This is an optimization exercise on Yosys and OpenROAD, whose aim is small area and a short achievable clock period, not a production implementation.
At most, simulation tests tie the RTL to the original design; equivalence was not proved.
Function not checked in run 3: the RTL went through the layout flow alone.
No activity file was given, so power comes from the tool's default toggle rates.

`config.mk`:
```
export PLATFORM = sky130hd
export DESIGN_NAME = MIPS_cpu
export DESIGN_NICKNAME = MIPS_cpu
export VERILOG_FILES = /design/flow/design.v
export SDC_FILE = /design/flow/constraint.sdc
export NUM_CORES = 8
export LEC_CHECK = 0
export CAP_MARGIN = 30
export CORE_MARGIN = 2
export CORE_UTILIZATION = 45
export CTS_CLUSTER_DIAMETER = 100
export CTS_CLUSTER_SIZE = 20
export SETUP_SLACK_MARGIN = 5
export SLEW_MARGIN = 30
export SYNTH_HIERARCHICAL = 1
```
`constraint.sdc`:
```
create_clock -name core_clock -period 8.0 [get_ports {clock}]
set_input_delay 1.6000 -clock core_clock [delete_from_list [all_inputs] [get_ports {clock}]]
set_output_delay 1.6000 -clock core_clock [all_outputs]
set_load 0.01 [all_outputs]
```
`design.v`:
```
`timescale 1ns / 1ps
module MIPS_cpu(
    input clock,
    input reset,
    output [31:0] imem_addr,
    input [31:0] imem_rdata,
    output [31:0] dmem_addr,
    output [31:0] dmem_wdata,
    output dmem_we,
    input [31:0] dmem_rdata,
    output wb_en,
    output [4:0] wb_addr,
    output [31:0] wb_data
    );
    reg  [31:0] pc;           
    reg  [31:0] pc_d;         
    reg  [31:0] ir;           
    reg  [31:0] sel_a, sel_b;  
    reg  [31:0] ones;         
    integer n;
    always @(*) begin
        ones = {pc[30:0], 1'b1};
        for (n = 1; n < 32; n = n * 2)
            ones = ones & ((ones << n) | ((32'd1 << n) - 32'd1));
    end
    wire [31:0] pc_inc = pc ^ ones;
    wire [31:0] pc_next;
    reg  [31:0] a_q, b_q;     
    reg  [4:0]  k_q;          
    reg         x_rw, x_we, x_ld, x_add, x_slt, x_cg;
    reg  [3:0]  x_tt;         
    reg         x_shl, x_shr, x_slc, x_src;
    reg         x_bz, x_bnz, x_jmp, x_jmr;
    reg  [4:0]  x_wa;
    reg         carry_q;
    reg         cin_q;        
    reg         wb_en_q;
    reg  [4:0]  wb_addr_q;
    reg  [31:0] wb_data_q;
    assign imem_addr  = pc;
    assign dmem_addr  = a_q;
    assign dmem_wdata = b_q;
    assign dmem_we    = x_we;
    assign wb_en      = wb_en_q;
    assign wb_addr    = wb_addr_q;
    assign wb_data    = wb_data_q;
    function [31:0] onehot(input [4:0] r);
        reg byp;
        integer k;
        begin
            byp = x_rw & (x_wa != 5'd0) & (x_wa == r);
            for (k = 1; k < 32; k = k + 1)
                onehot[k-1] = (r == k) & ~byp;
            onehot[31] = byp;
        end
    endfunction
    always @(posedge clock) begin
        if (reset) begin
            pc <= 32'd0;
            ir[31:25] <= 7'd0;
        end else begin
            pc <= pc_next;
            ir[31:25] <= imem_rdata[31:25];
        end
        ir[24:0] <= imem_rdata[24:0];
        sel_a <= onehot(imem_rdata[19:15]);
        sel_b <= onehot(imem_rdata[14:10]);
        pc_d <= pc_inc;
    end
    wire [6:0]  op  = ir[31:25];
    wire [4:0]  fd  = ir[24:20];
    wire [14:0] imm = ir[14:0];
    wire o_st   = op == 7'd1;
    wire o_add  = op == 7'd2;
    wire o_sub  = op == 7'd5;
    wire o_jml  = op == 7'd7;
    wire o_and  = op == 7'd8;
    wire o_or   = op == 7'd10;
    wire o_xor  = op == 7'd12;
    wire o_bz   = op == 7'd32;
    wire o_ld   = op == 7'd33;
    wire o_adi  = op == 7'd34;
    wire o_adci = op == 7'd35;
    wire o_sbi  = op == 7'd37;
    wire o_ani  = op == 7'd40;
    wire o_ori  = op == 7'd42;
    wire o_xri  = op == 7'd44;
    wire o_not  = op == 7'd46;
    wire o_lsl  = op == 7'd48;
    wire o_lsr  = op == 7'd49;
    wire o_shlc = op == 7'd50;
    wire o_shrc = op == 7'd51;
    wire o_mov  = op == 7'd64;
    wire o_jmp  = op == 7'd68;
    wire o_siu  = op == 7'd69;
    wire o_bnz  = op == 7'd96;
    wire o_jmr  = op == 7'd97;
    wire o_aiu  = op == 7'd98;
    wire o_slt  = op == 7'd101;
    wire o_pcst = op == 7'd127;
    wire d_and = o_and | o_ani;
    wire d_or  = o_or  | o_ori;
    wire d_xor = o_xor | o_xri;
    wire d_pass = o_mov | o_jml;
    wire d_rw  = o_add | o_sub | o_jml | d_and | d_or | d_xor | o_ld | o_adi |
                 o_adci | o_sbi | o_not | o_lsl | o_lsr | o_shlc | o_shrc |
                 o_mov | o_siu | o_aiu | o_slt | o_pcst;
    wire use_pc  = o_jml;
    wire use_tgt = o_jml | o_pcst | o_bz | o_bnz | o_jmp;
    wire imm_se  = o_jml | o_pcst | o_bz | o_bnz | o_jmp | o_adi | o_adci | o_sbi;
    wire use_imm = imm_se | o_ani | o_ori | o_xri | o_siu | o_aiu;
    wire inv_b   = o_sub | o_sbi | o_siu | o_slt;
    wire [31:0] immx = {{17{imm_se & imm[14]}}, imm};
    wire        use_rb  = ~use_tgt & ~use_imm;
    wire [31:0] ra_n, rb_n;
    MIPS_registerFile rf(clock, reset, sel_a, sel_b, wb_en_q, wb_addr_q, wb_data_q, ra_n, rb_n);
    wire [31:0] ra_v = ~ra_n;
    wire [31:0] rb_v = ~rb_n;
    wire [4:0] sh = imm[4:0];
    wire [31:0] tgt = pc_d + {{17{imm[14]}}, imm};
    wire [31:0] b_other = use_tgt ? tgt : immx ^ {32{inv_b}};
    always @(posedge clock) begin
        a_q  <= use_pc ? pc_d : ra_v;
        b_q  <= use_rb ? rb_v ^ {32{inv_b}} : b_other;
        k_q  <= o_lsl ? sh : o_lsr ? (5'd0 - sh) : o_shlc ? 5'd1 : 5'd31;
        x_wa <= fd;
        if (reset) begin
            {x_rw, x_we, x_ld, x_add, x_slt, x_cg} <= 6'd0;
            x_tt <= 4'd0;
            {x_shl, x_shr, x_slc, x_src} <= 4'd0;
            {x_bz, x_bnz, x_jmp, x_jmr} <= 4'd0;
        end else begin
            x_rw  <= d_rw;
            x_we  <= o_st;
            x_ld  <= o_ld;
            x_add <= o_add | o_sub | o_adi | o_adci | o_sbi | o_siu | o_aiu;
            x_slt <= o_slt;
            x_cg  <= o_add | o_adi | o_adci | o_aiu;
            x_tt  <= {d_and | d_or | d_pass | o_pcst, d_or | d_xor | d_pass, d_or | d_xor | o_not | o_pcst, o_not};
            x_shl <= o_lsl;
            x_shr <= o_lsr;
            x_slc <= o_shlc;
            x_src <= o_shrc;
            x_bz  <= o_bz;
            x_bnz <= o_bnz;
            x_jmp <= o_jmp | o_jml;
            x_jmr <= o_jmr;
        end
    end
    wire cin = cin_q;
    wire [33:0] s34 = {a_q[31], a_q, 1'b1} + {b_q[31], b_q, cin};
    wire [31:0] sum = s34[32:1];
    wire        le  = s34[33];    
    reg [31:0] lres;
    integer i;
    always @(*)
        for (i = 0; i < 32; i = i + 1)
            lres[i] = x_tt[{a_q[i], b_q[i]}];
    wire [31:0] r1  = k_q[0] ? {a_q[30:0], a_q[31]}    : a_q;
    wire [31:0] r2  = k_q[1] ? {r1[29:0],  r1[31:30]}  : r1;
    wire [31:0] r4  = k_q[2] ? {r2[27:0],  r2[31:28]}  : r2;
    wire [31:0] r8  = k_q[3] ? {r4[23:0],  r4[31:24]}  : r4;
    wire [31:0] rot = k_q[4] ? {r8[15:0],  r8[31:16]}  : r8;
    wire kz = k_q == 5'd0;
    reg [31:0] mask;
    always @(*)
        for (i = 0; i < 32; i = i + 1)
            mask[i] = x_shl ? (i >= k_q) : x_shr ? (kz | (i < k_q)) : (x_slc | x_src);
    wire [31:0] shm = rot & mask;
    wire [31:0] shres = {x_src ? carry_q : shm[31], shm[30:1], x_slc ? carry_q : shm[0]};
    wire x_sh = x_shl | x_shr | x_slc | x_src;
    wire [31:0] res_other = lres | ({32{x_sh}} & shres) | {31'd0, x_slt & le};
    wire cout = (x_cg & (a_q[31] | b_q[31]) & ~sum[31]) |
                (((x_shl | x_slc) & rot[0]) | ((x_shr | x_src) & rot[31])) & ~kz;
    wire z = ~|a_q;
    wire [31:0] wbd = x_add ? sum : x_ld ? dmem_rdata : res_other;
    wire taken = x_jmp | (x_bz & z) | (x_bnz & ~z);
    assign pc_next = taken ? b_q : x_jmr ? a_q : pc_inc;
    always @(posedge clock) begin
        carry_q   <= cout;
        cin_q     <= (o_sub | o_sbi | o_siu) | (o_adci & cout);
        wb_addr_q <= x_wa;
        wb_data_q <= wbd;
        if (reset)
            wb_en_q <= 1'b0;
        else
            wb_en_q <= x_rw;
    end
endmodule
`timescale 1ns / 1ps
module MIPS_registerFile(
    input clk,
    input reset,
    input [31:0] selA,
    input [31:0] selB,
    input load_enable,
    input [4:0] dest_select,
    input [31:0] reg_data,
    output [31:0] operandA_n,
    output [31:0] operandB_n
    );
    wire [31:0] wdata = reg_data & {32{~reset}};
    wire [31:0] regs [1:31];
    genvar i, b;
    generate
        for (i = 1; i < 32; i = i + 1) begin : r
            reg [31:0] q;
            always @(posedge clk)
                if (reset | (load_enable & (dest_select == i)))
                    q <= wdata;
            assign regs[i] = q;
        end
    endgenerate
    generate
        for (b = 0; b < 32; b = b + 1) begin : rd
            wire [31:0] col;
            for (i = 1; i < 32; i = i + 1) begin : c
                assign col[i-1] = regs[i][b];
            end
            assign col[31] = reg_data[b];
            rf_read32 pa(col, selA, operandA_n[b]);
            rf_read32 pb(col, selB, operandB_n[b]);
        end
    endgenerate
endmodule
module rf_read32(input [31:0] d, input [31:0] s, output yn);
    wire [10:0] n;
    genvar k;
    generate
        for (k = 0; k < 10; k = k + 1) begin : g
            rf_aoi222 a(d[3*k], s[3*k], d[3*k+1], s[3*k+1], d[3*k+2], s[3*k+2], n[k]);
        end
    endgenerate
    rf_aoi22 l(d[30], s[30], d[31], s[31], n[10]);
    wire o1, o2, o3;
    rf_nand4 x1(n[0], n[1], n[2], n[3], o1);
    rf_nand4 x2(n[4], n[5], n[6], n[7], o2);
    rf_nand3 x3(n[8], n[9], n[10], o3);
    rf_nor3  x4(o1, o2, o3, yn);
endmodule
module rf_aoi222(input a1, input a2, input b1, input b2, input c1, input c2, output y);
    assign y = ~((a1 & a2) | (b1 & b2) | (c1 & c2));
endmodule
module rf_aoi22(input a1, input a2, input b1, input b2, output y);
    assign y = ~((a1 & a2) | (b1 & b2));
endmodule
module rf_nand4(input a, input b, input c, input d, output y);
    assign y = ~(a & b & c & d);
endmodule
module rf_nand3(input a, input b, input c, output y);
    assign y = ~(a & b & c);
endmodule
module rf_nor3(input a, input b, input c, output y);
    assign y = ~(a | b | c);
endmodule
```
`flow/run.sh`:
```
#!/bin/bash
# Layout flow: the standard flow (standard.sh), run in three parts.
#  1. synthesis, unchanged;
#  2. floorplan to clock tree, with the delay cells (dlygate*, clkdlybuf*,
#     dlymetal*) added to the platform's don't-use list, so that port
#     buffers and repair buffers are plain buffers that timing repair can
#     resize;
#  3. global route to final layout, the same, with the setup margin of the
#     repair after global routing raised a little (5.15 ns instead of 5),
#     for the parasitics of the final routing, which are a little worse than
#     global routing's estimate.
# Each part's full output goes to its own log file here.
set -euo pipefail
DU="$(cat flow/dont_use.txt)"
bash standard.sh synth > synth.log 2>&1
bash standard.sh "DONT_USE_CELLS=$DU" cts > layout_cts.log 2>&1
bash standard.sh "DONT_USE_CELLS=$DU" SETUP_SLACK_MARGIN=5.15 finish > layout_route.log 2>&1
```
`flow/dont_use.txt`:
```
sky130_fd_sc_hd__probe_p_8 sky130_fd_sc_hd__probec_p_8 sky130_fd_sc_hd__lpflow_bleeder_1 sky130_fd_sc_hd__lpflow_clkbufkapwr_1 sky130_fd_sc_hd__lpflow_clkbufkapwr_16 sky130_fd_sc_hd__lpflow_clkbufkapwr_2 sky130_fd_sc_hd__lpflow_clkbufkapwr_4 sky130_fd_sc_hd__lpflow_clkbufkapwr_8 sky130_fd_sc_hd__lpflow_clkinvkapwr_1 sky130_fd_sc_hd__lpflow_clkinvkapwr_16 sky130_fd_sc_hd__lpflow_clkinvkapwr_2 sky130_fd_sc_hd__lpflow_clkinvkapwr_4 sky130_fd_sc_hd__lpflow_clkinvkapwr_8 sky130_fd_sc_hd__lpflow_decapkapwr_12 sky130_fd_sc_hd__lpflow_decapkapwr_3 sky130_fd_sc_hd__lpflow_decapkapwr_4 sky130_fd_sc_hd__lpflow_decapkapwr_6 sky130_fd_sc_hd__lpflow_decapkapwr_8 sky130_fd_sc_hd__lpflow_inputiso0n_1 sky130_fd_sc_hd__lpflow_inputiso0p_1 sky130_fd_sc_hd__lpflow_inputiso1n_1 sky130_fd_sc_hd__lpflow_inputiso1p_1 sky130_fd_sc_hd__lpflow_inputisolatch_1 sky130_fd_sc_hd__lpflow_isobufsrc_1 sky130_fd_sc_hd__lpflow_isobufsrc_16 sky130_fd_sc_hd__lpflow_isobufsrc_2 sky130_fd_sc_hd__lpflow_isobufsrc_4 sky130_fd_sc_hd__lpflow_isobufsrc_8 sky130_fd_sc_hd__lpflow_isobufsrckapwr_16 sky130_fd_sc_hd__lpflow_lsbuf_lh_hl_isowell_tap_1 sky130_fd_sc_hd__lpflow_lsbuf_lh_hl_isowell_tap_2 sky130_fd_sc_hd__lpflow_lsbuf_lh_hl_isowell_tap_4 sky130_fd_sc_hd__lpflow_lsbuf_lh_isowell_4 sky130_fd_sc_hd__lpflow_lsbuf_lh_isowell_tap_1 sky130_fd_sc_hd__lpflow_lsbuf_lh_isowell_tap_2 sky130_fd_sc_hd__lpflow_lsbuf_lh_isowell_tap_4 sky130_fd_sc_hd__clkdlybuf4s15_1 sky130_fd_sc_hd__clkdlybuf4s15_2 sky130_fd_sc_hd__clkdlybuf4s18_1 sky130_fd_sc_hd__clkdlybuf4s18_2 sky130_fd_sc_hd__clkdlybuf4s25_1 sky130_fd_sc_hd__clkdlybuf4s25_2 sky130_fd_sc_hd__clkdlybuf4s50_1 sky130_fd_sc_hd__clkdlybuf4s50_2 sky130_fd_sc_hd__dlygate4sd1_1 sky130_fd_sc_hd__dlygate4sd2_1 sky130_fd_sc_hd__dlygate4sd3_1 sky130_fd_sc_hd__dlymetal6s2s_1 sky130_fd_sc_hd__dlymetal6s4s_1 sky130_fd_sc_hd__dlymetal6s6s_1
```
`standard.sh`:
```
#!/bin/bash
# synth_recipe.tcl (not shown) runs the flow's synth.tcl, then flattens the netlist and writes it again
# the make line also repeats each setting of config.mk as NAME=value (left out here)
make -C /OpenROAD-flow-scripts/flow DESIGN_CONFIG=/design/flow/config.mk WORK_HOME=/design/flow/orfs CLKGATE_MAP_FILE= SYNTH_SCRIPT=/design/flow/synth_recipe.tcl "${@:-finish}"
```
==> out/results.ini, run 1 <==
[final_layout]
fin_util_pct=52.6
drive_gt1_share_pct=21.8
nets=4674
seqCellArea_sq_um=36100
mostFrequentLayoutCell=edfxtp_1
synthToLayoutAreaGrowth_pct=15.9
layout_common_cells=edfxtp_1 (992), a222oi_1 (640), buf_1 (252)
design_area_sq_um=65200
n_fill_cell=10500
multi_input_area_sq_um=21200

[detailed_routing]
antenna_left=0
drc=0
drt-initial-drc-count=9566
wl_per_cell_um=36.5
drt_wl_total_um=227000
viasPerCell=7.19
drt-pass1-iter-count=13
via_count=44800

[setup_path]
path_cells=buf_12 > buf_1 > mux2_2 > mux2i_1 > mux2i_1 > mux2i_2 > mux2i_1 > a21oi_1 > o21ai_0 > mux2_2
end_kind=register
required_ps=8570
cpMaxStageDelayCell=mux2i_2
cp_top_family=multiplexers
worstSetupPathType=register to register
worst-path-buf-inv=2
cp_max_fo=4
startpoint_type=register
max_stage_delay_ps=540
cpMostUsedCell=mux2i_1
crit_arrival_ps=3590

[power_and_ir_drop]
p_per_area_nw_per_um2=217
power_mw=14.2
power.leakage_nw=22.5
peakVddDrop_mv=0.161

[grt]
grt_overflow=0
antenna_found_initial=8
grt_pass1_vias=41500
grt_max_degree=65
grt_usage_pct=33.8
grt_pass1_wl_um=308000

[clocking]
cts_buffer_depth=3
clock-sinks=1279
tritoncts=done
numCtsBuffers=75
h-tree-depth=3
clk_latency_ps=700
clockRootBuffer=clkbuf_16
clkTransAtPathRegs_ps=90

[synthesis]
netlist_instances=3999
synth_cell_type_count=88
syn_avg_cell_area_sq_um=14.1
synth-main-ff-cell=edfxtp_1
synth_nets=4133
ys_async_sr_fraction_pct=0
yosysSeqAreaShare_pct=63.2
netlist_area_sq_um=56200
ys_ff_latch=1279
yosysWarningCount=8
synth_edf_count=992

[worst_hold_path]
worstHoldPathType=register to register

[sta]
slew_headroom_pct=30.1
rsz0062_at_grt=true
drv_slew=0
finalCritPeriodShare_pct=37.7
finalClockSkew_ps=34.3
holdWs_ps=330
fin_crit_ps=3020
max_freq_ghz=0.331
worstMarginPinSlew_ps=1050
setup_tns_ps=0
finalHoldViolCount=0
finalSetupViolations=0

[placement]
post-dp-hpwl_um=154000
gp_congestion=1.03
postPlaceCellArea_sq_um=59800
io_buffers=200

[floorplanning]
core_sq_um=124000
initial_core_util_pct=45.4
ios=201
rows=129
die_h_um=357
die_w_um=357
fp.dieArea_sq_um=128000

[flow_run]
max_cap_viol_count=0

[run_status]
status=complete, no violations

-- modules after synthesis, one instance, submodules excluded, excerpt --
module             times used  cells inside
rf_nand3                   64             1
MIPS_registerFile           1          1086
rf_aoi222                 640             1
rf_nor3                    64             1
MIPS_cpu                    1          1953
rf_aoi22                   64             1
rf_nand4                  128             1
-- power breakdown --
part	internal [mW]	switching, mW	total (mW)
combinational	0.747	1.35	2.09
clock	1.82	2.23	4.05
sequential	7.60	0.409	8.01
-- flip-flops by register name, summed over array words and instances (netlist names), 4 cells and up --
register and count:
rf.r.q 992, a_q 32, b_q 32, pc 32
pc_d 32, sel_a 32, sel_b 32, wb_data_q 32
ir 27, k_q 5, wb_addr_q 5, x_wa 5
x_tt 4
-- stage by stage --
step,instances,setup WS [ps]
6_report,6229,4980
5_1_grt,6228,4970
4_1_cts,6022,4950
3_5_place_dp,5863,3240
3_3_place_gp,5853,3410
2_1_floorplan,3999,4420
-- kinds of logic (layout without fill, tap and decap cells) --
logic type	Yosys count	count (layout)	synth area share, %
adder cells (fa/ha/maj)	69	69	1.56
XOR/XNOR	128	128	1.99
flip-flops	1279	1279	63.2
buffers and inverters	170	753	1.27
AO/OA/AOI/OAI	1230	1239	18.6
multiplexers	189	189	4.55
AND/OR/NAND/NOR	934	934	8.82
other	0	1	0
-- synth_stat cells (42+ instances only) --
library cell | n | area share [%]
o21ai_0 | 171 | 1.5
a22oi_2 | 64 | 1.4
xor2_1 | 58 | 0.90
nand4_1 | 143 | 1.6
nor2b_1 | 49 | 0.55
nand3_1 | 102 | 0.91
xnor2_1 | 70 | 1.1
nor2_1 | 214 | 1.4
a222oi_1 | 640 | 11
edfxtp_1 | 992 | 53
nand2_1 | 200 | 1.3
mux4_2 | 49 | 2.0
nor3_2 | 64 | 1.1
mux2i_1 | 100 | 1.8
a21oi_1 | 133 | 1.2
nor3_1 | 42 | 0.37
dfxtp_1 | 287 | 10
clkbuf_1 | 86 | 0.57
ha_1 | 66 | 1.5
-- metal layers --
| metal | vias up | global-route usage (%) | share of wire [%] |
|---|---|---|---|
| li1 | 18500 | - | - |
| met2 | 3307 | 52.5 | 45 |
| met1 | 22400 | 43.0 | 36 |
| met4 | 6 | 21.0 | 7.3 |
| met5 | - | 0 | 0.018 |
| met3 | 570 | 7.80 | 12 |
-- final timing paths --
path	startpoint	to	slack, ps	cells after the start
worst max-delay path	a_q[6]$_DFF_P_	wb_data_q[25]$_DFF_P_	4980	10
worst min-delay path	ir[20]$_DFF_P_	x_wa[0]$_DFF_P_	330	0
worst max register to register	a_q[6]$_DFF_P_	wb_data_q[25]$_DFF_P_	4980	10
worst min register to register	ir[20]$_DFF_P_	x_wa[0]$_DFF_P_	330	0
-- area by class of cell --
| cell class | count | share of cell area, % |
|---|---|---|
| repair inverters | 1 | 0.00768 |
| clock buffers | 119 | 3.20 |
| clock inverters | 9 | 0.167 |
| flip-flops and latches | 1279 | 55.3 |
| repair buffers | 581 | 5.30 |
| well taps | 1637 | 3.14 |
| multi-input cells | 2559 | 32.6 |
| diodes | 1 | 0.00384 |
| inverters | 43 | 0.271 |
-- timing repair --
item,in CTS,in global routing
buffers inserted,29,197
hold buffers,0,0
pin swaps,13,46
resized for setup,295,591
gates cloned,2,9
setup endpoints to repair,1028,663
==> run 2, diff against run 1 <==
==> flow/run.sh (replaced) <==
#!/bin/bash
# Layout flow: the standard flow (standard.sh), run in two parts.
#  1. synthesis, unchanged;
#  2. floorplan to final layout, with
#     - the delay cells (dlygate*, clkdlybuf*, dlymetal*) added to the
#       platform's don't-use list, so that port buffers and repair buffers
#       are plain buffers that timing repair can resize;
#     - flow/downsize.tcl run right after the netlist is loaded: every
#       combinational cell is set to the smallest drive strength of its
#       family, and the flow's timing repair upsizes only what needs it.
# Each part's full output goes to its own log file here.
set -euo pipefail
DU="$(cat flow/dont_use.txt)"
bash standard.sh synth > synth.log 2>&1
bash standard.sh "DONT_USE_CELLS=$DU" "PRE_FLOORPLAN_TCL=$PWD/flow/downsize.tcl" finish > layout.log 2>&1
==> flow/downsize.tcl (new file) <==
# Downsize every combinational cell to the smallest cell of its family
# (same function and pins); timing repair later upsizes what needs it.
set db [ord::get_db]
set block [ord::get_db_block]
array set best {}
foreach lib [$db getLibs] {
  foreach m [$lib getMasters] {
    set n [$m getName]
    if {[regexp {^(sky130_fd_sc_hd__[a-z0-9]+)_([0-9]+)$} $n -> fam sz]} {
      set a [expr {[$m getWidth] * [$m getHeight]}]
      if {![info exists best($fam)] || $a < [lindex $best($fam) 1]} {
        set best($fam) [list $n $a]
      }
    }
  }
}
set cnt 0
foreach inst [$block getInsts] {
  set n [[$inst getMaster] getName]
  if {![regexp {^(sky130_fd_sc_hd__[a-z0-9]+)_([0-9]+)$} $n -> fam sz]} { continue }
  if {[regexp {__(df|edf|sdf|dl|conb|tap|fill|decap|clk)} $fam]} { continue }
  set b [lindex $best($fam) 0]
  if {$b ne $n} {
    replace_cell [get_cells [$inst getName]] [get_lib_cells $b]
    incr cnt
  }
}
puts "downsize: replaced $cnt cells"
==> out/results.ini, run 2 <==
[detailed_routing]
wl_per_cell_um=36.3  ; -0.47%
drt-pass1-iter-count=14  ; +1
via_count=44100  ; -1.6%
antenna_left=0  ; unchanged
drc=0  ; unchanged
drt_wl_total_um=218000  ; -3.9%
viasPerCell=7.33  ; +2.0%
drt-initial-drc-count=10200  ; +7.0%

[synthesis]
yosysWarningCount=8  ; unchanged
netlist_instances=3999  ; unchanged
synth_nets=4133  ; unchanged

[floorplanning]
rows=128  ; -0.78%
ios=201  ; unchanged
fp.dieArea_sq_um=126000  ; -1.3%
core_sq_um=122000  ; -1.4%
initial_core_util_pct=45.5  ; about the same
die_w_um=355  ; -0.67%
die_h_um=355  ; -0.67%

[final_layout]
mostFrequentLayoutCell=edfxtp_1
fin_util_pct=51.2  ; -1.4 points
largest_reg_flops=992  ; unchanged
drive_gt1_share_pct=13.1  ; -8.7 points
layout_common_cells=edfxtp_1 (992), a222oi_1 (640), buf_1 (217)
nets=4463  ; -4.5%
largest_register=rf.r.q
design_area_sq_um=62500  ; -4.1%
final_cells=6015  ; -3.4%

[flow_run]
max_cap_viol_count=0  ; unchanged

[setup_path]
r2r_start=sel_b[17]$_DFF_P_
r2r_setup_slack_ps=4910  ; -70 ps
r2r-end=b_q[19]$_DFF_P_
end_kind=register
cp_max_fo=17  ; +13
worstSetupPathType=register to register
endpoint=b_q[19]$_DFF_P_
crit_arrival_ps=3700  ; +110 ps
startpoint=sel_b[17]$_DFF_P_
r2r_cells=7  ; -3
startpoint_type=register
required_ps=8610  ; +40 ps

[run_status]
status=complete, no violations

[power_and_ir_drop]
peakVddDrop_mv=0.153  ; -5.2%
p_per_area_nw_per_um2=222  ; +2.3%
power.leakage_nw=21.4  ; -4.6%

[worst_hold_path]
worstHoldPathType=register to register

[sta]
drv_slew=0  ; unchanged
finalCritPeriodShare_pct=38.6  ; +0.87 points
setup_tns_ps=0  ; unchanged
fin_ws_ps=4910  ; -69.9 ps
max_freq_ghz=0.324  ; -2.3%
worstMarginPinSlew_ps=1120  ; +74.9 ps
rsz0062_at_grt=true
finalSetupViolations=0  ; unchanged
finalHoldViolCount=0  ; unchanged
slew_headroom_pct=25.1  ; -5.0 points
finalClockSkew_ps=32.5  ; -1.78 ps
fin_crit_ps=3090  ; +69.9 ps

[grt]
grt_max_degree=54  ; -17%
grt_overflow=0  ; unchanged
antenna_found_initial=10  ; +2
grt_usage_pct=33.3  ; -0.55 points
grt_pass1_wl_um=302000  ; -2.0%
grt_pass1_vias=40600  ; -2.2%

[clocking]
clk_latency_ps=700  ; about the same
clockRootBuffer=clkbuf_16
cts_buffer_depth=3  ; unchanged
tritoncts=done
clkTransAtPathRegs_ps=100  ; about the same
h-tree-depth=3  ; unchanged
numCtsBuffers=75  ; unchanged
clock-sinks=1279  ; unchanged
holdBufCountCts=0  ; unchanged

[placement]
gp_congestion=1.00  ; -3.2%
pre_cts_ws_ps=2940  ; -301 ps
dpl.cell_count=5834  ; -0.49%
io_buffers=200  ; unchanged
postPlaceCellArea_sq_um=59100  ; -1.2%
post-dp-hpwl_um=147000  ; -4.0%

-- run 2: cell count changes in the layout (fill, tap and decap cells not counted), moves of 39 or more --
cell | before | now
a22oi_1 | 2 | 67
a22oi_2 | 65 | 0
buf_2 | 116 | 75
buf_6 | 64 | 16
clkbuf_2 | 58 | 18
dfxtp_1 | 111 | 150
dfxtp_4 | 119 | 53
nor3_1 | 38 | 88
-- run 2: worst min path at each step --
stage	slack, ps	cells after the start	end	from
2_1_floorplan	310	0	x_wa[0]$_DFF_P_	ir[20]$_DFF_P_
3_3_place_gp	310	0	x_wa[0]$_DFF_P_	ir[20]$_DFF_P_
3_5_place_dp	310	0	x_wa[2]$_DFF_P_	ir[22]$_DFF_P_
4_1_cts	330	0	x_wa[2]$_DFF_P_	ir[22]$_DFF_P_
5_1_grt	330	0	x_wa[0]$_DFF_P_	ir[20]$_DFF_P_
6_report	330	0	x_wa[0]$_DFF_P_	ir[20]$_DFF_P_
-- run 2: per-layer routing --
layer | track usage [%] | share of wire [%]
met1 | 44.7 | 37
met2 | 50.7 | 44
met3 | 10.3 | 15
met4 | 12.6 | 4.6
met5 | 0 | 0.12
-- run 2: power breakdown --
part,internal [mW],total [mW],switching [mW]
Clock,1.89,4.13,2.24
Combinational,0.555,1.65,1.10
Sequential,7.60,8.10,0.494
-- run 2: what timing repair did --
action | CTS | global route
resized for setup | 254 | 100
pin swaps | 16 | 25
endpoints found under the setup margin | 1252 | 197
setup buffers | 32 | 11
-- run 2: per-stage QoR --
step / hold slack [ps] / total power [mW]
after floorplan: 310 / 8.90
after global placement: 310 / 9.69
after detailed placement: 312 / 9.73
after CTS: 331 / 13.8
after global routing: 334 / 14.3
final: 331 / 13.9
-- run 2: final cells by class --
cell class              instances  area (sq um)
diodes                          7          17.5
clock buffers                 120          2090
clock inverters                11           165
fillers                     10500         59500
inverters                      43           173
multi-input cells            2550         20200
flip-flops and latches       1279         35800
well taps                    1625          2030
repair buffers                380          1980
-- run 2: worst max-delay path, cell delays in order (launching register included) --
cell	delay, ps
dfxtp_1	670
buf_2	460
a222oi_1	600
nand4_1	300
nor3_1	510
xnor2_1	180
nor2_1	60
a211oi_1	220
==> run 3, diff against run 2 <==
--- a/design.v
+++ b/design.v
@@ -28,2 +28,3 @@
     reg  [31:0] a_q, b_q;     
+    reg         z_q;          
     reg  [4:0]  k_q;          
@@ -32,3 +33,3 @@
     reg         x_shl, x_shr, x_slc, x_src;
-    reg         x_bz, x_bnz, x_jmp, x_jmr;
+    reg         x_bz, x_bnz, x_jmp;
     reg  [4:0]  x_wa;
@@ -107,11 +108,11 @@
                  o_mov | o_siu | o_aiu | o_slt | o_pcst;
-    wire use_pc  = o_jml;
-    wire use_tgt = o_jml | o_pcst | o_bz | o_bnz | o_jmp;
+    wire use_pc  = o_jml | o_pcst | o_bz | o_bnz | o_jmp;
     wire imm_se  = o_jml | o_pcst | o_bz | o_bnz | o_jmp | o_adi | o_adci | o_sbi;
-    wire use_imm = imm_se | o_ani | o_ori | o_xri | o_siu | o_aiu;
+    wire use_imm = imm_se | o_ani | o_ori | o_xri | o_siu | o_aiu | o_jmr;
     wire inv_b   = o_sub | o_sbi | o_siu | o_slt;
     wire [31:0] immx = {{17{imm_se & imm[14]}}, imm};
-    wire        use_rb  = ~use_tgt & ~use_imm;
+    wire        use_rb  = ~use_imm;
     wire [31:0] ra_n, rb_n;
-    MIPS_registerFile rf(clock, reset, sel_a, sel_b, wb_en_q, wb_addr_q, wb_data_q, ra_n, rb_n);
+    wire        ra_zero;
+    MIPS_registerFile rf(clock, reset, sel_a, sel_b, wb_en_q, wb_addr_q, wb_data_q, ra_n, rb_n, ra_zero);
     wire [31:0] ra_v = ~ra_n;
@@ -119,4 +120,3 @@
     wire [4:0] sh = imm[4:0];
-    wire [31:0] tgt = pc_d + {{17{imm[14]}}, imm};
-    wire [31:0] b_other = use_tgt ? tgt : immx ^ {32{inv_b}};
+    wire [31:0] b_other = (immx & {32{~o_jmr}}) ^ {32{inv_b}};
     always @(posedge clock) begin
@@ -124,2 +124,3 @@
         b_q  <= use_rb ? rb_v ^ {32{inv_b}} : b_other;
+        z_q  <= ra_zero;
         k_q  <= o_lsl ? sh : o_lsr ? (5'd0 - sh) : o_shlc ? 5'd1 : 5'd31;
@@ -130,3 +131,3 @@
             {x_shl, x_shr, x_slc, x_src} <= 4'd0;
-            {x_bz, x_bnz, x_jmp, x_jmr} <= 4'd0;
+            {x_bz, x_bnz, x_jmp} <= 3'd0;
         end else begin
@@ -135,6 +136,6 @@
             x_ld  <= o_ld;
-            x_add <= o_add | o_sub | o_adi | o_adci | o_sbi | o_siu | o_aiu;
+            x_add <= o_add | o_sub | o_adi | o_adci | o_sbi | o_siu | o_aiu | o_pcst;
             x_slt <= o_slt;
             x_cg  <= o_add | o_adi | o_adci | o_aiu;
-            x_tt  <= {d_and | d_or | d_pass | o_pcst, d_or | d_xor | d_pass, d_or | d_xor | o_not | o_pcst, o_not};
+            x_tt  <= {d_and | d_or | d_pass, d_or | d_xor | d_pass, d_or | d_xor | o_not, o_not};
             x_shl <= o_lsl;
@@ -145,4 +146,3 @@
             x_bnz <= o_bnz;
-            x_jmp <= o_jmp | o_jml;
-            x_jmr <= o_jmr;
+            x_jmp <= o_jmp | o_jml | o_jmr;
         end
@@ -174,6 +174,5 @@
                 (((x_shl | x_slc) & rot[0]) | ((x_shr | x_src) & rot[31])) & ~kz;
-    wire z = ~|a_q;
     wire [31:0] wbd = x_add ? sum : x_ld ? dmem_rdata : res_other;
-    wire taken = x_jmp | (x_bz & z) | (x_bnz & ~z);
-    assign pc_next = taken ? b_q : x_jmr ? a_q : pc_inc;
+    wire taken = x_jmp | (x_bz & z_q) | (x_bnz & ~z_q);
+    assign pc_next = taken ? sum : pc_inc;
     always @(posedge clock) begin
@@ -199,6 +198,9 @@
     output [31:0] operandA_n,
-    output [31:0] operandB_n
+    output [31:0] operandB_n,
+    output reg zeroA            
     );
     wire [31:0] wdata = reg_data & {32{~reset}};
+    wire        wzero = ~|wdata;
     wire [31:0] regs [1:31];
+    wire [31:1] zf;             
     genvar i, b;
@@ -207,8 +209,18 @@
             reg [31:0] q;
+            reg z;
             always @(posedge clk)
-                if (reset | (load_enable & (dest_select == i)))
+                if (reset | (load_enable & (dest_select == i))) begin
                     q <= wdata;
+                    z <= wzero;
+                end
             assign regs[i] = q;
+            assign zf[i] = z;
         end
     endgenerate
+    integer j;
+    always @(*) begin
+        zeroA = ~|selA | (selA[31] & ~|reg_data);
+        for (j = 1; j < 32; j = j + 1)
+            zeroA = zeroA | (selA[j-1] & zf[j]);
+    end
     generate
==> flow/run.sh (replaced) <==
#!/bin/bash
# Layout flow: the standard flow (standard.sh), run in two parts.
#  1. synthesis, unchanged;
#  2. floorplan to final layout with the delay cells (dlygate*, clkdlybuf*,
#     dlymetal*) added to the platform's don't-use list, so that port
#     buffers and repair buffers are plain buffers that timing repair can
#     resize.
# Each part's full output goes to its own log file here.
set -euo pipefail
DU="$(cat flow/dont_use.txt)"
bash standard.sh synth > synth.log 2>&1
bash standard.sh "DONT_USE_CELLS=$DU" finish > layout.log 2>&1
removed: flow/downsize.tcl
==> out/results.ini, run 3 <==
[run_status]
status=complete, no violations

[grt]
grt_max_degree=44  ; -19%
grt_usage_pct=33.0  ; -0.26 points
grt_pass1_wl_um=302000  ; -0.13%
grt_pass1_vias=40800  ; +0.43%
antenna_found_initial=14  ; +4
grt_overflow=0  ; unchanged

[clocking]
tritoncts=done
h-tree-depth=3  ; unchanged
holdBufCountCts=0  ; unchanged
clock-sinks=1310  ; +2.4%
clk_latency_ps=720  ; +20 ps
clkTransAtPathRegs_ps=80  ; -20 ps
cts_buffer_depth=3  ; unchanged
clockRootBuffer=clkbuf_16
numCtsBuffers=76  ; +1.3%

[synthesis]
synth-main-ff-cell=edfxtp_1
netlist_instances=3843  ; -3.9%
synth_top_cell_area_share_pct=54.9
synth.most_common_cell=edfxtp_1
netlist_area_sq_um=56000
synth_common_cells=edfxtp_1 (1023), a222oi_1 (641), dfxtp_1 (287), nand2_1 (197), nor2_1 (183)
synth_nets=3945  ; -4.5%
synth_cell_type_count=80
yosys.area.top_type=edfxtp_1
yosysWarningCount=8  ; unchanged
netlist_top_cells_area=edfxtp_1 (55%), a222oi_1 (11%), dfxtp_1 (10%)
syn_avg_cell_area_sq_um=14.6
synth_edf_count=1023
ys_async_sr_fraction_pct=0
ys_ff_latch=1310
yosysSeqAreaShare_pct=65.2

[final_layout]
mostFrequentLayoutCell=edfxtp_1
nets=4271  ; -4.3%
largest_register=rf.r.q
layout_common_cells=edfxtp_1 (1023), a222oi_1 (641), buf_1 (236)
drive_gt1_share_pct=17.5  ; +4.4 points
n_fill_cell=10600  ; +1.8%
largest_reg_flops=992  ; unchanged
synthToLayoutAreaGrowth_pct=12.2

[sta]
max_freq_ghz=0.320  ; -1.1%
drv_slew=0  ; unchanged
slew_headroom_pct=26.2  ; +1.0 points
finalHoldViolCount=0  ; unchanged
rsz0062_at_grt=true
fin_crit_ps=3120  ; +35.3 ps
worstMarginPinSlew_ps=1110  ; -13.8 ps
setup_tns_ps=0  ; unchanged
finalClockSkew_ps=45.6  ; +13.1 ps
finalCritPeriodShare_pct=39.1  ; +0.44 points
finalSetupViolations=0  ; unchanged
fin_ws_ps=4880  ; -35.3 ps

[detailed_routing]
viasPerCell=7.41  ; +1.1%
drt-pass1-iter-count=12  ; -2
antenna_left=0  ; unchanged
drt-initial-drc-count=9295  ; -9.2%
drt_wl_total_um=217000  ; -0.84%
wl_per_cell_um=37.0  ; +2.0%
drc=0  ; unchanged
via_count=43300  ; -1.8%

[placement]
post-dp-hpwl_um=145000  ; -1.8%
io_buffers=200  ; unchanged
pre_cts_ws_ps=3100  ; +164 ps
gp_congestion=0.954  ; -4.6%

[power_and_ir_drop]
power_frac_comb_pct=12.5  ; +0.6 points
power.leakage_nw=21.1  ; -1.4%
power_switching_mw=4.01  ; +4.7%
swShare_pct=28.2  ; +0.60 points
seqPwrFrac_pct=58.7  ; +0.4 points
peakVddDrop_mv=0.208  ; +36%
internal_power_mw=10.2  ; +1.6%
pwr-share-clk_pct=28.8  ; -1.0 points
p_per_area_nw_per_um2=227  ; +2.0%

[setup_path]
worstSetupPathType=register to register
cpMaxStageDelayCell=a222oi_1
r2r-end=b_q[23]$_DFF_P_
required_ps=8550  ; -60 ps
max_stage_delay_ps=670  ; about the same
worst-path-buf-inv=1  ; unchanged
cp_top_family=simple AND/OR/NAND/NOR gates
cp_max_fo=23  ; +6
startpoint_type=register
crit_arrival_ps=3670  ; -30 ps
r2r_setup_slack_ps=4880  ; -40 ps
path_cells=buf_2 > a222oi_1 > nand4_1 > nor3_2 > o21ai_0 > xor2_1
r2r_start=sel_b[20]$_DFF_P_
r2r_cells=6  ; -1
end_kind=register

[worst_hold_path]
min_delay_path_depth=0  ; unchanged
hold_path_startpoint=ir[20]$_DFF_P_
worstHoldPathType=register to register
hold_end=x_wa[0]$_DFF_P_

[floorplanning]
die_w_um=357  ; +0.44%
fp.dieArea_sq_um=127000  ; +0.88%
ios=201  ; unchanged
rows=129  ; +0.78%
initial_core_util_pct=45.3  ; -0.19 points
die_h_um=357  ; +0.44%
core_sq_um=124000  ; +1.3%

[flow_run]
max_cap_viol_count=0  ; unchanged

[run 3: cell types whose count changed in the layout (fill, tap and decap cells not counted), sizes merged, moves of 28 or more]
cell,before,now
o21ai,185,141
a21oi,133,103
mux2i,100,38
nor2,214,183
mux4,49,77
ha,66,35
edfxtp,992,1023
[run 3: layout make-up]
| class | instances | area [sq um] | share of cell area (%) |
|---|---|---|---|
| Tap cell | 1637 | 2050 | 3.26 |
| Clock buffer | 105 | 2010 | 3.20 |
| Antenna cell | 3 | 7.51 | 0.0120 |
| Timing Repair inverter | 1 | 7.51 | 0.0120 |
| Inverter | 34 | 139 | 0.221 |
| Clock inverter | 11 | 203 | 0.323 |
| Sequential cell | 1310 | 36800 | 58.6 |
| Multi-Input combinational cell | 2365 | 19700 | 31.3 |
| Timing Repair Buffer | 381 | 1890 | 3.02 |
[run 3: power by group through the flow]
| stage | clock (mW) | sequential (mW) | combinational (mW) |
|---|---|---|---|
| 5_1_grt | 4.36 | 8.37 | 1.86 |
| 2_1_floorplan | 0 | 8.26 | 0.922 |
| 3_3_place_gp | 0 | 8.45 | 1.59 |
| 4_1_cts | 4.12 | 8.32 | 1.69 |
| 6_report | 4.10 | 8.35 | 1.77 |
| 3_5_place_dp | 0 | 8.46 | 1.61 |
[run 3: modules after synthesis, one instance, submodules excluded, excerpt]
module             cells inside  copies in the design  area [sq um]  flip-flops and latches
MIPS_registerFile          1164                     1         31600                    1023
MIPS_cpu                   1719                     1         15400                     287
rf_aoi22                      1                    64          12.5                       0
rf_aoi222                     1                   640          10.0                       0
rf_nor3                       1                    64          10.0                       0
rf_nand4                      1                   128          6.26                       0
rf_nand3                      1                    64          5.00                       0
[run 3: cells by family after synthesis]
group           count (synthesis)  share of synthesized area [%]
xor+xnor                       92                           1.44
buf+inv                       169                           1.23
mux                           134                           4.16
fa+ha+maj                      36                          0.818
flops                        1310                           65.2
simple gates                  943                           9.02
compound gates               1159                           18.2
[run 3: per-layer routing]
layer | up-vias | global-route usage, % | wire [um]
met4 | 10 | 13.2 | 10000
met5 | - | 0 | 67
met3 | 527 | 7.77 | 29400
met2 | 3425 | 50.6 | 96300
li1 | 17500 | - | -
met1 | 21800 | 45.4 | 80800
[run 3: how the worst max path moves through the flow]
stage,startpoint,to,slack (ps),depth (start not counted)
after CTS,a_q[0]$_DFF_P_,wb_data_q[31]$_DFF_P_,4970,11
after global routing,a_q[0]$_DFF_P_,dmem_addr[0],4950,2
after floorplan,wb_addr_q[2]$_DFF_P_,rf.r[21].q[0]$_DFFE_PP_,4140,4
final,sel_b[20]$_DFF_P_,b_q[23]$_DFF_P_,4880,6
after global placement,reset,rf.r[10].q[17]$_DFFE_PP_,3270,4
after detailed placement,reset,rf.r[10].q[2]$_DFFE_PP_,3100,4
[run 3: repair_timing]
item                        CTS  global route
cloned                        1             1
pin swaps                    20             9
buffers inserted             31            15
gates resized for setup     224            57
setup endpoints to repair  1291            86
[run 3: worst reg2reg max path, stage by stage, from the launching register on]
cell      delay (ps)
dfxtp_1          520
buf_2            410
a222oi_1         680
nand4_1          530
nor3_2           490
o21ai_0          170
xor2_1           160
[run 3: stage by stage]
| stage | hold slack (ps) | instance area [sq um] | power [mW] | util, % | cells |
|---|---|---|---|---|---|
| 2_1_floorplan | 310 | 56100 | 9.18 | - | 3843 |
| 3_5_place_dp | 318 | 59500 | 10.1 | 48.1 | 5677 |
| 4_1_cts | 315 | 62500 | 14.1 | 50.5 | 5825 |
| 5_1_grt | 325 | 62800 | 14.6 | 50.8 | 5845 |
| 6_report | 311 | 62800 | 14.2 | 50.8 | 5847 |
| 3_3_place_gp | 314 | 59200 | 10.0 | 47.9 | 5667 |
==> run 4, diff against run 3 <==
--- a/design.v
+++ b/design.v
@@ -33,3 +33,3 @@
     reg         x_shl, x_shr, x_slc, x_src;
-    reg         x_bz, x_bnz, x_jmp;
+    reg         x_bz, x_bnz, x_jmp, x_jmr;
     reg  [4:0]  x_wa;
@@ -110,3 +110,3 @@
     wire imm_se  = o_jml | o_pcst | o_bz | o_bnz | o_jmp | o_adi | o_adci | o_sbi;
-    wire use_imm = imm_se | o_ani | o_ori | o_xri | o_siu | o_aiu | o_jmr;
+    wire use_imm = imm_se | o_ani | o_ori | o_xri | o_siu | o_aiu;
     wire inv_b   = o_sub | o_sbi | o_siu | o_slt;
@@ -120,3 +120,3 @@
     wire [4:0] sh = imm[4:0];
-    wire [31:0] b_other = (immx & {32{~o_jmr}}) ^ {32{inv_b}};
+    wire [31:0] b_other = immx ^ {32{inv_b}};
     always @(posedge clock) begin
@@ -131,3 +131,3 @@
             {x_shl, x_shr, x_slc, x_src} <= 4'd0;
-            {x_bz, x_bnz, x_jmp} <= 3'd0;
+            {x_bz, x_bnz, x_jmp, x_jmr} <= 4'd0;
         end else begin
@@ -146,3 +146,4 @@
             x_bnz <= o_bnz;
-            x_jmp <= o_jmp | o_jml | o_jmr;
+            x_jmp <= o_jmp | o_jml;
+            x_jmr <= o_jmr;
         end
@@ -176,3 +177,3 @@
     wire taken = x_jmp | (x_bz & z_q) | (x_bnz & ~z_q);
-    assign pc_next = taken ? sum : pc_inc;
+    assign pc_next = taken ? sum : x_jmr ? a_q : pc_inc;
     always @(posedge clock) begin
--- a/config.mk
+++ b/config.mk
@@ -11,3 +11,3 @@
 export CTS_CLUSTER_DIAMETER = 100
-export CTS_CLUSTER_SIZE = 20
+export CTS_CLUSTER_SIZE = 25
 export SETUP_SLACK_MARGIN = 5
==> out/results.ini, run 4 <==
[placement]
io_buffers=200  ; unchanged
post-dp-hpwl_um=144000  ; -0.21%
postPlaceCellArea_sq_um=59200  ; -0.62%
gp_congestion=0.961  ; +0.72%

[setup_path]
worst-path-buf-inv=1  ; unchanged
cp_max_fo=5  ; -78%
worstSetupPathType=register to output port
startpoint_type=register
required_ps=6400  ; -2150 ps
crit_arrival_ps=1430  ; -2240 ps
cpMaxStageDelayCell=dfxtp_4
cp_top_family=flip-flops
path_cells=buf_6
max_stage_delay_ps=520  ; -150 ps
end_kind=output port

[synthesis]
yosys.area.top_type=edfxtp_1
synth-simple-area-share_pct=8.45  ; -0.57 points
synth_cell_type_count=80  ; unchanged
ys_async_sr_fraction_pct=0  ; unchanged
netlist_area_sq_um=55700  ; -0.44%
netlist_instances=3781  ; -1.6%
synth_top_family_by_area=compound AO/OA/AOI/OAI gates
synth-main-ff-cell=edfxtp_1
synth_common_cells=edfxtp_1 (1023), a222oi_1 (641), dfxtp_1 (288), nor2_1 (169), nand2_1 (163)
synth_nets=3883  ; -1.6%
synth_compound_area_share_pct=18.2  ; -0.031 points
netlist_top_cells_area=edfxtp_1 (55%), a222oi_1 (12%), dfxtp_1 (10%)
synth_top_cell_area_share_pct=55.1  ; +0.25 points
synth_xor_area_share_pct=1.63  ; +0.20 points
synthMuxAreaShare_pct=4.28  ; +0.12 points
synth-adder-area-share_pct=0.840  ; +0.022 points
ys_ff_latch=1311  ; +0.076%
yosysSeqAreaShare_pct=65.5  ; +0.33 points
yosysWarningCount=8  ; unchanged
syn_avg_cell_area_sq_um=14.7  ; +1.2%
synth.most_common_cell=edfxtp_1
synth_edf_count=1023  ; unchanged

[sta]
worstMarginPinSlew_ps=1150  ; +40.4 ps
fin_crit_ps=3030  ; -97.9 ps
rsz0062_at_grt=true
setup_tns_ps=0  ; unchanged
drv_slew=0  ; unchanged
slew_headroom_pct=23.5  ; -2.7 points
finalSetupViolations=0  ; unchanged
finalCritPeriodShare_pct=37.8  ; -1.2 points
finalHoldViolCount=0  ; unchanged
finalClockSkew_ps=73.8  ; +28.3 ps
max_freq_ghz=0.330  ; +3.2%
holdWs_ps=334  ; +23.5 ps

[power_and_ir_drop]
seqPwrFrac_pct=59.8  ; +1.1 points
p_per_area_nw_per_um2=225  ; -0.86%
peakVddDrop_mv=0.198  ; -4.6%
power_mw=14.0  ; -1.6%
swShare_pct=28.5  ; +0.24 points
power_frac_comb_pct=13.1  ; +0.6 points
power_switching_mw=3.99  ; -0.72%
power.leakage_nw=20.8  ; -1.7%
internal_power_mw=10.0  ; -1.9%
pwr-share-clk_pct=27.0  ; -1.8 points

[detailed_routing]
drt-initial-drc-count=9607  ; +3.4%
antenna_left=0  ; unchanged
viasPerCell=7.34  ; -0.98%
drc=0  ; unchanged
via_count=42900  ; -0.98%
drt-pass1-iter-count=14  ; +2
drt_wl_total_um=216000  ; -0.37%
wl_per_cell_um=36.9  ; -0.37%

[final_layout]
mostFrequentLayoutCell=edfxtp_1
synthToLayoutAreaGrowth_pct=11.9
nets=4258  ; -0.30%
fin_util_pct=50.5  ; -0.23 points
drive_gt1_share_pct=17.4  ; -0.075 points
layout_common_cells=edfxtp_1 (1023), a222oi_1 (641), buf_1 (275)
n_fill_cell=10600  ; -0.59%
largest_reg_flops=992  ; unchanged
design_area_sq_um=62300  ; -0.72%
largest_register=rf.r.q

[clocking]
holdBufCountCts=0  ; unchanged
clkTransAtPathRegs_ps=110  ; +30 ps
tritoncts=done
numCtsBuffers=61  ; -20%
cts_buffer_depth=3  ; unchanged
clock-sinks=1311  ; +0.076%
h-tree-depth=2  ; -1
clockRootBuffer=clkbuf_16
clk_latency_ps=780  ; +60 ps

[floorplanning]
die_w_um=356  ; -0.22%
fp.dieArea_sq_um=127000  ; -0.44%
rows=129  ; unchanged
initial_core_util_pct=45.2  ; -0.083 points
ios=201  ; unchanged
core_sq_um=123000  ; -0.26%
die_h_um=356  ; -0.22%

[flow_run]
max_cap_viol_count=0  ; unchanged

[run_status]
status=complete, no violations

[grt]
grt_pass1_vias=39300  ; -3.6%
antenna_found_initial=10  ; -4
grt_pass1_wl_um=298000  ; -1.3%
grt_max_degree=54  ; +23%
grt_overflow=0  ; unchanged
grt_usage_pct=32.9  ; -0.11 points

[worst_hold_path]
worstHoldPathType=register to register

## run 4: cell types whose count changed in the layout (fill, tap and decap cells not counted), moves of 14 or more
cell / delta
buf_1: +39
buf_2: +29
clkbuf_16: -14
mux2i_1: +18
nand2_1: -34
nand3_1: -32
nor2_1: -18
o21ai_0: -28
o21ai_1: +35
xnor2_1: +14
## run 4: area by class of cell
cell class	count	area, sq um	area share (%)
inverters	31	129	0.207
diodes	2	5.00	0.00803
multi-input cells	2313	19300	31.0
clock inverters	11	216	0.347
well taps	1637	2050	3.29
repair buffers	437	2030	3.25
flip-flops and latches	1311	36900	59.2
clock buffers	104	1710	2.74
repair inverters	1	5.00	0.00803
## run 4: final timing paths
kind                              start                    end  slack, ps  cells past startpoint
setup / recovery  wb_data_q[12]$_DFF_P_            wb_data[12]       4970                      1
hold / removal           ir[20]$_DFF_P_        x_wa[0]$_DFF_P_        330                      0
setup reg to reg         a_q[6]$_DFF_P_  wb_data_q[18]$_DFF_P_       4990                      9
hold reg to reg          ir[20]$_DFF_P_        x_wa[0]$_DFF_P_        330                      0
## run 4: metrics by stage
| step | instances | setup slack (ps) |
|---|---|---|
| after floorplan | 3781 | 4140 |
| after global placement | 5623 | 3220 |
| after detailed placement | 5626 | 3470 |
| after CTS | 5785 | 4970 |
| after global routing | 5845 | 4980 |
| final | 5847 | 4970 |
## run 4: repair_timing
| item | in CTS | in global routing |
|---|---|---|
| pin swaps | 11 | 8 |
| setup endpoints to repair | 1233 | 419 |
| buffers inserted | 41 | 60 |
| gates cloned | 3 | 0 |
| gates resized for setup | 258 | 73 |
## run 4: cell families (layout without fill, tap and decap cells)
family / count (synthesis) / count (layout)
xor gates and xnor gates: 104 / 104
DFF: 1311 / 1311
and+or+nand+nor: 864 / 865
adders and majority gates: 37 / 37
muxes: 144 / 144
other: 0 / 2
buffers and inverters: 159 / 584
AOI/OAI and AO/OA: 1162 / 1163
## run 4: worst reg2reg max path: cells and delay by family, from the launching register on
| family | cells | cell delay [ps] |
|---|---|---|
| flip-flops | 1 | 410 |
| buffers and inverters | 1 | 180 |
| adder cells (fa/ha/maj) | 1 | 400 |
| AO/OA/AOI/OAI | 4 | 1000 |
| XOR/XNOR | 1 | 300 |
| AND/OR/NAND/NOR | 2 | 560 |
## run 4: layer usage
metal / share of wire [%] / vias up / track usage [%] / wire length (um)
met4: 4.2 / 8 / 12.3 / 9150
met2: 44 / 3309 / 49.9 / 95200
met5: 0.027 / - / 0 / 58
met3: 14 / 428 / 8.83 / 29800
li1: - / 17400 / - / -
met1: 38 / 21700 / 45.4 / 81500
## run 4: power groups by stage
stage               registers [mW]  clock network (mW)  logic (mW)
floorplan                     8.30                   0       0.943
global placement              8.49                   0        1.65
detailed placement            8.51                   0        1.66
CTS                           8.35                3.80        1.73
global route                  8.40                4.03        1.93
finish                        8.37                3.79        1.84
## run 4: Yosys stat by module, one instance, submodules excluded, excerpt
module	cell area, sq um	cells
rf_aoi22	12.5	1
MIPS_registerFile	31600	1164
rf_nand4	6.26	1
rf_aoi222	10.0	1
MIPS_cpu	15200	1657
rf_nor3	10.0	1
rf_nand3	5.00	1
==> run 5, diff against run 4 <==
--- a/config.mk
+++ b/config.mk
@@ -9,5 +9,5 @@
 export CORE_MARGIN = 2
-export CORE_UTILIZATION = 45
+export CORE_UTILIZATION = 40
 export CTS_CLUSTER_DIAMETER = 100
-export CTS_CLUSTER_SIZE = 25
+export CTS_CLUSTER_SIZE = 20
 export SETUP_SLACK_MARGIN = 5
==> out/results.ini, run 5 <==
[clocking]
clockRootBuffer=clkbuf_16
clk_latency_ps=730  ; -50 ps
tritoncts=done
holdBufCountCts=0  ; unchanged
clock-sinks=1311  ; unchanged
cts_buffer_depth=3  ; unchanged
clkTransAtPathRegs_ps=80  ; -30 ps
numCtsBuffers=77  ; +26%
h-tree-depth=3  ; +1

[grt]
antenna_found_initial=6  ; -4
use_met3_pct=8.63  ; -0.21 points
use_met2_pct=45.5  ; -4.4 points
grt_usage_pct=29.7  ; -3.2 points
grt_overflow=0  ; unchanged
grtUsageMet1_pct=39.8  ; -5.6 points
grt_pass1_wl_um=301000  ; +1.2%
grt_pass1_vias=39700  ; +1.1%
busiest_layer=met2
grt_max_degree=65  ; +20%

[sta]
worstMarginPinSlew_ps=1130  ; -15.5 ps
fin_ws_ps=4860  ; -114 ps
rsz0062_at_grt=true
finalCritPeriodShare_pct=39.2  ; +1.4 points
holdWs_ps=325  ; -9.42 ps
finalHoldViolCount=0  ; unchanged
max_freq_ghz=0.318  ; -3.6%
finalSetupViolations=0  ; unchanged
fin_crit_ps=3140  ; +114 ps
setup_tns_ps=0  ; unchanged
finalClockSkew_ps=39.9  ; -34.0 ps
slew_headroom_pct=24.5  ; +1.0 points
drv_slew=0  ; unchanged

[power_and_ir_drop]
peakVddDrop_mv=0.159  ; -20%
power_mw=14.4  ; +2.9%
power.leakage_nw=20.9  ; +0.42%
p_per_area_nw_per_um2=229  ; +2.0%

[placement]
post-dp-hpwl_um=143000  ; -0.82%
dpl.cell_count=5773  ; +2.6%
gp_congestion=0.965  ; +0.47%
io_buffers=200  ; unchanged
pre_cts_ws_ps=3260  ; -211 ps
postPlaceCellArea_sq_um=59400  ; +0.45%

[floorplanning]
rows=136  ; +5.4%
ios=201  ; unchanged
core_sq_um=138000  ; +12%
fp.dieArea_sq_um=142000  ; +12%
die_w_um=377  ; +6.0%
die_h_um=377  ; +6.0%
initial_core_util_pct=40.4  ; -4.8 points

[final_layout]
synthToLayoutAreaGrowth_pct=12.8
seqCellArea_sq_um=36900  ; about the same
design_area_sq_um=62900  ; +0.84%
largest_reg_flops=992  ; unchanged
fin_util_pct=45.6  ; -4.9 points
multi_input_area_sq_um=19400  ; +0.28%
drive_gt1_share_pct=17.9  ; +0.46 points
final_cells=5971  ; +2.1%
layout_common_cells=edfxtp_1 (1023), a222oi_1 (641), buf_1 (242)
nets=4228  ; -0.70%
n_fill_cell=12300  ; +16%
mostFrequentLayoutCell=edfxtp_1
largest_register=rf.r.q

[synthesis]
synth.most_common_cell=edfxtp_1
synth_cell_type_count=80  ; unchanged
yosys.area.top_type=edfxtp_1
netlist_area_sq_um=55700  ; unchanged
synth-main-ff-cell=edfxtp_1
yosysWarningCount=8  ; unchanged
syn_avg_cell_area_sq_um=14.7  ; unchanged
ys_async_sr_fraction_pct=0  ; unchanged
synth_nets=3883  ; unchanged
yosysSeqAreaShare_pct=65.5  ; unchanged
netlist_instances=3781  ; unchanged
netlist_top_cells_area=edfxtp_1 (55%), a222oi_1 (12%), dfxtp_1 (10%)
synth_common_cells=edfxtp_1 (1023), a222oi_1 (641), dfxtp_1 (288), nor2_1 (169), nand2_1 (163)
ys_ff_latch=1311  ; unchanged
synth_top_cell_area_share_pct=55.1  ; unchanged
synth_edf_count=1023  ; unchanged

[setup_path]
cp_max_fo=18  ; +13
crit_arrival_ps=3720  ; +2290 ps
end_kind=register
startpoint_type=register
required_ps=8580  ; +2180 ps
worstSetupPathType=register to register

[detailed_routing]
drt_wl_total_um=220000  ; +2.1%
wl_per_cell_um=36.9  ; about the same
viasPerCell=7.22  ; -1.6%
antenna_left=0  ; unchanged
drt-pass1-iter-count=14  ; unchanged
drc=0  ; unchanged
drt-initial-drc-count=9800  ; +2.0%
via_count=43100  ; +0.44%

[flow_run]
max_cap_viol_count=0  ; unchanged

[run_status]
status=complete, no violations

[worst_hold_path]
worstHoldPathType=register to register

==> run 5: cell counts after synthesis <==
Identical to the previous run, type by type.
==> run 5: where the power goes <==
group          internal, mW  switching, mW  leakage [nW]
Clock                  1.87           2.30          1.08
Sequential             7.87          0.521          13.0
Combinational         0.598           1.25          6.82
Total                  10.3           4.07          20.9
==> run 5: worst paths after layout <==
path                     end  cells after the start         startpoint  slack, ps
max           b_q[9]$_DFF_P_                      7  sel_b[20]$_DFF_P_       4860
min          x_wa[0]$_DFF_P_                      0     ir[20]$_DFF_P_        320
max reg2reg   b_q[9]$_DFF_P_                      7  sel_b[20]$_DFF_P_       4860
min reg2reg  x_wa[0]$_DFF_P_                      0     ir[20]$_DFF_P_        320
==> run 5: repair_timing <==
action / CTS / global route
setup buffers: 34 / 28
gates resized for setup: 247 / 65
endpoints found under the setup margin: 946 / 311
pin swaps: 11 / 9
gates cloned: 1 / 1
==> run 5: per-module statistics from Yosys (local to each module, per instance), a selection <==
module	cells inside	copies in the design
MIPS_cpu	1657	1
rf_aoi22	1	64
MIPS_registerFile	1164	1
rf_nand3	1	64
rf_aoi222	1	640
rf_nand4	1	128
rf_nor3	1	64
==> run 5: final cells by class <==
cell class	count	share of cell area, %
Antenna cell	4	0.0159
Inverter	31	0.209
Clock buffer	115	3.36
Multi-Input combinational cell	2313	30.8
Timing Repair Buffer	392	3.10
Tap cell	1794	3.57
Sequential cell	1311	58.7
Clock inverter	11	0.247
==> run 5: routing by layer <==
| metal | up-vias | wire length, um |
|---|---|---|
| met3 | 489 | 31300 |
| met5 | - | 129 |
| met1 | 21800 | 80900 |
| met2 | 3450 | 97900 |
| li1 | 17400 | - |
| met4 | 10 | 9900 |
==> run 5: cells by family (layout without fill, tap and decap cells) <==
group	Yosys count	after routing	synth area share [%]
xor gates and xnor gates	104	104	1.63
buffers and inverters	159	549	1.16
muxes	144	144	4.28
other	0	4	0
and+or+nand+nor	864	865	8.45
AOI/OAI and AO/OA	1162	1163	18.2
DFF	1311	1311	65.5
adders and majority gates	37	37	0.840
==> run 5: critical path, stage by stage (launching register included) <==
cell,delay [ps]
dfxtp_1,970
buf_2,610
a222oi_1,180
nand4_1,330
nor3_2,160
nor3_1,450
a21oi_1,110
xnor2_1,150
==> run 6, diff against run 5 <==
--- a/config.mk
+++ b/config.mk
@@ -9,3 +9,3 @@
 export CORE_MARGIN = 2
-export CORE_UTILIZATION = 40
+export CORE_UTILIZATION = 45
 export CTS_CLUSTER_DIAMETER = 100
==> out/results.ini, run 6 <==
[detailed_routing]
viasPerCell=7.37  ; +2.1%
drt-initial-drc-count=9391  ; -4.2%
via_count=42700  ; -0.93%
antenna_left=0  ; unchanged
drt-pass1-iter-count=13  ; -1
drc=0  ; unchanged
wl_per_cell_um=37.4  ; +1.5%
drt_wl_total_um=217000  ; -1.6%

[final_layout]
nets=4208  ; -0.47%
layout_common_cells=edfxtp_1 (1023), a222oi_1 (641), buf_1 (227)
drive_gt1_share_pct=17.2  ; -0.66 points
final_cells=5791  ; -3.0%
synthToLayoutAreaGrowth_pct=11.8
largest_reg_flops=992  ; unchanged
largest_register=rf.r.q
mostFrequentLayoutCell=edfxtp_1

[floorplanning]
core_sq_um=123000  ; -11%
die_w_um=356  ; -5.7%
ios=201  ; unchanged
fp.dieArea_sq_um=127000  ; -11%
initial_core_util_pct=45.2  ; +4.8 points
die_h_um=356  ; -5.7%
rows=129  ; -5.1%

[setup_path]
crit_arrival_ps=3630  ; -90 ps
r2r-end=cin_q$_DFF_P_
cp.depth=10  ; +3
cp_top_family=compound AO/OA/AOI/OAI gates
path_cells=buf_1 > ha_1 > nand2_1 > o21ai_0 > nor2_1 > a32o_1 > a31o_2 > o21ai_4 > xor2_1 > o41ai_1
required_ps=8580  ; about the same
worst-path-buf-inv=1  ; unchanged
r2r_start=a_q[22]$_DFF_P_
worstSetupPathType=register to register
cp_max_fo=6  ; -12
startpoint_type=register
endpoint=cin_q$_DFF_P_
r2r_cells=10  ; +3
max_stage_delay_ps=400  ; -570 ps
end_kind=register
cpMaxStageDelayCell=dfxtp_4
r2r_setup_slack_ps=4950  ; +90 ps
startpoint=a_q[22]$_DFF_P_

[clocking]
clock-sinks=1311  ; unchanged
clk_latency_ps=700  ; -30 ps
holdBufCountCts=0  ; unchanged
numCtsBuffers=77  ; unchanged
tritoncts=done
h-tree-depth=3  ; unchanged
clockRootBuffer=clkbuf_16
cts_buffer_depth=3  ; unchanged
clkTransAtPathRegs_ps=90  ; about the same

[synthesis]
ys_ff_latch=1311  ; unchanged
netlist_area_sq_um=55700  ; unchanged
synth_common_cells=edfxtp_1 (1023), a222oi_1 (641), dfxtp_1 (288), nor2_1 (169), nand2_1 (163)
synth.most_common_cell=edfxtp_1
synth_edf_count=1023  ; unchanged
ys_async_sr_fraction_pct=0  ; unchanged
netlist_top_cells_area=edfxtp_1 (55%), a222oi_1 (12%), dfxtp_1 (10%)
synth_nets=3883  ; unchanged
synth_top_cell_area_share_pct=55.1  ; unchanged
netlist_instances=3781  ; unchanged
yosysWarningCount=8  ; unchanged
syn_avg_cell_area_sq_um=14.7  ; unchanged
synth-main-ff-cell=edfxtp_1
yosysSeqAreaShare_pct=65.5  ; unchanged
yosys.area.top_type=edfxtp_1
synth_cell_type_count=80  ; unchanged

[sta]
finalHoldViolCount=0  ; unchanged
slew_headroom_pct=30.0  ; +5.5 points
setup_tns_ps=0  ; unchanged
fin_crit_ps=3050  ; -86.5 ps
finalClockSkew_ps=39.6  ; -0.230 ps
drv_slew=0  ; unchanged
worstMarginPinSlew_ps=1050  ; -82.3 ps
rsz0062_at_grt=true
finalSetupViolations=0  ; unchanged
max_freq_ghz=0.328  ; +2.8%
finalCritPeriodShare_pct=38.2  ; -1.1 points

[grt]
grt_pass1_vias=39300  ; -1.0%
grt_usage_pct=33.1  ; +3.4 points
grt_pass1_wl_um=299000  ; -0.63%
antenna_found_initial=9  ; +3
grt_overflow=0  ; unchanged
grt_max_degree=54  ; -17%

[placement]
dpl.cell_count=5626  ; -2.5%
io_buffers=200  ; unchanged
gp_congestion=0.961  ; -0.47%
post-dp-hpwl_um=144000  ; +0.83%

[worst_hold_path]
min_delay_path_depth=0  ; unchanged
hold_path_startpoint=ir[20]$_DFF_P_
worstHoldPathType=register to register

[flow_run]
max_cap_viol_count=0  ; unchanged

[power_and_ir_drop]
p_per_area_nw_per_um2=231  ; +0.62%
peakVddDrop_mv=0.176  ; +11%
power.leakage_nw=20.8  ; -0.34%

[run_status]
status=complete, no violations

-- run 6: per-layer routing --
metal / routed length, um / global-route usage, % / vias to the layer above
met5: 57 / 0 / -
met4: 9580 / 12.5 / 8
met3: 30000 / 9.16 / 452
met2: 95200 / 50.2 / 3312
met1: 81800 / 45.6 / 21600
li1: - / - / 17300
-- run 6: modules after synthesis, one instance, submodules excluded, excerpt --
module,area (sq um),flip-flops and latches,cells inside,times used
MIPS_cpu,15200,288,1657,1
rf_nand3,5.00,0,1,64
rf_nor3,10.0,0,1,64
MIPS_registerFile,31600,1023,1164,1
rf_aoi222,10.0,0,1,640
rf_nand4,6.26,0,1,128
rf_aoi22,12.5,0,1,64
-- run 6: kinds of logic (layout without fill, tap and decap cells) --
| group | Yosys count | in the layout | share of synthesized area, % |
|---|---|---|---|
| DFF | 1311 | 1311 | 65.5 |
| AOI/OAI and AO/OA | 1162 | 1163 | 18.2 |
| and+or+nand+nor | 864 | 865 | 8.45 |
| buffers and inverters | 159 | 529 | 1.16 |
| muxes | 144 | 144 | 4.28 |
| xor gates and xnor gates | 104 | 104 | 1.63 |
| adders and majority gates | 37 | 37 | 0.840 |
| other | 0 | 1 | 0 |
-- run 6: worst min-delay path by stage --
stage                 endpoint  slack (ps)
2_1_floorplan  x_wa[0]$_DFF_P_         310
3_3_place_gp   x_wa[4]$_DFF_P_         310
3_5_place_dp   x_wa[4]$_DFF_P_         310
4_1_cts        x_wa[0]$_DFF_P_         330
5_1_grt        x_wa[0]$_DFF_P_         340
6_report       x_wa[0]$_DFF_P_         320
-- run 6: power breakdown --
group / total, mW / switching, mW / internal, mW
Combinational: 1.80 / 1.22 / 0.580
Sequential: 8.39 / 0.529 / 7.86
Clock: 4.18 / 2.31 / 1.87
Total: 14.4 / 4.06 / 10.3
-- run 6: metrics by stage --
| stage | area (sq um) | total power [mW] | worst slack, ps | util, % | hold WS [ps] |
|---|---|---|---|---|---|
| floorplan | 55900 | 9.25 | 4140 | - | 310 |
| global placement | 59000 | 10.1 | 3220 | 47.9 | 311 |
| detailed placement | 59200 | 10.2 | 3470 | 48.0 | 312 |
| CTS | 62100 | 14.3 | 4900 | 50.3 | 330 |
| global route | 62300 | 14.7 | 4830 | 50.5 | 337 |
| finish | 62300 | 14.4 | 4950 | 50.5 | 322 |
-- run 6: layout make-up --
type                    instances  area [sq um]
diodes                          1          2.50
clock buffers                 118          2110
clock inverters                 8           154
fillers                     10500         61000
inverters                      31           131
multi-input cells            2313         19300
flip-flops and latches       1311         36800
well taps                    1637          2050
repair buffers                371          1750
repair inverters                1          5.00
-- run 6: what timing repair did --
item / 4_1_cts / 5_1_grt
setup endpoints to repair: 1259 / 372
gates cloned: 3 / 0
pin swaps: 15 / 3
resized for setup: 214 / 68
buffers inserted: 32 / 3

Setup slack of run 6, layout unchanged: 4.947 ns with ideal ports, 4.880 ns with driving cells assumed (clock clkbuf_16, inputs buf_2), 4.175 ns with port delays also shifted by the 0.759 ns mid clock arrival.
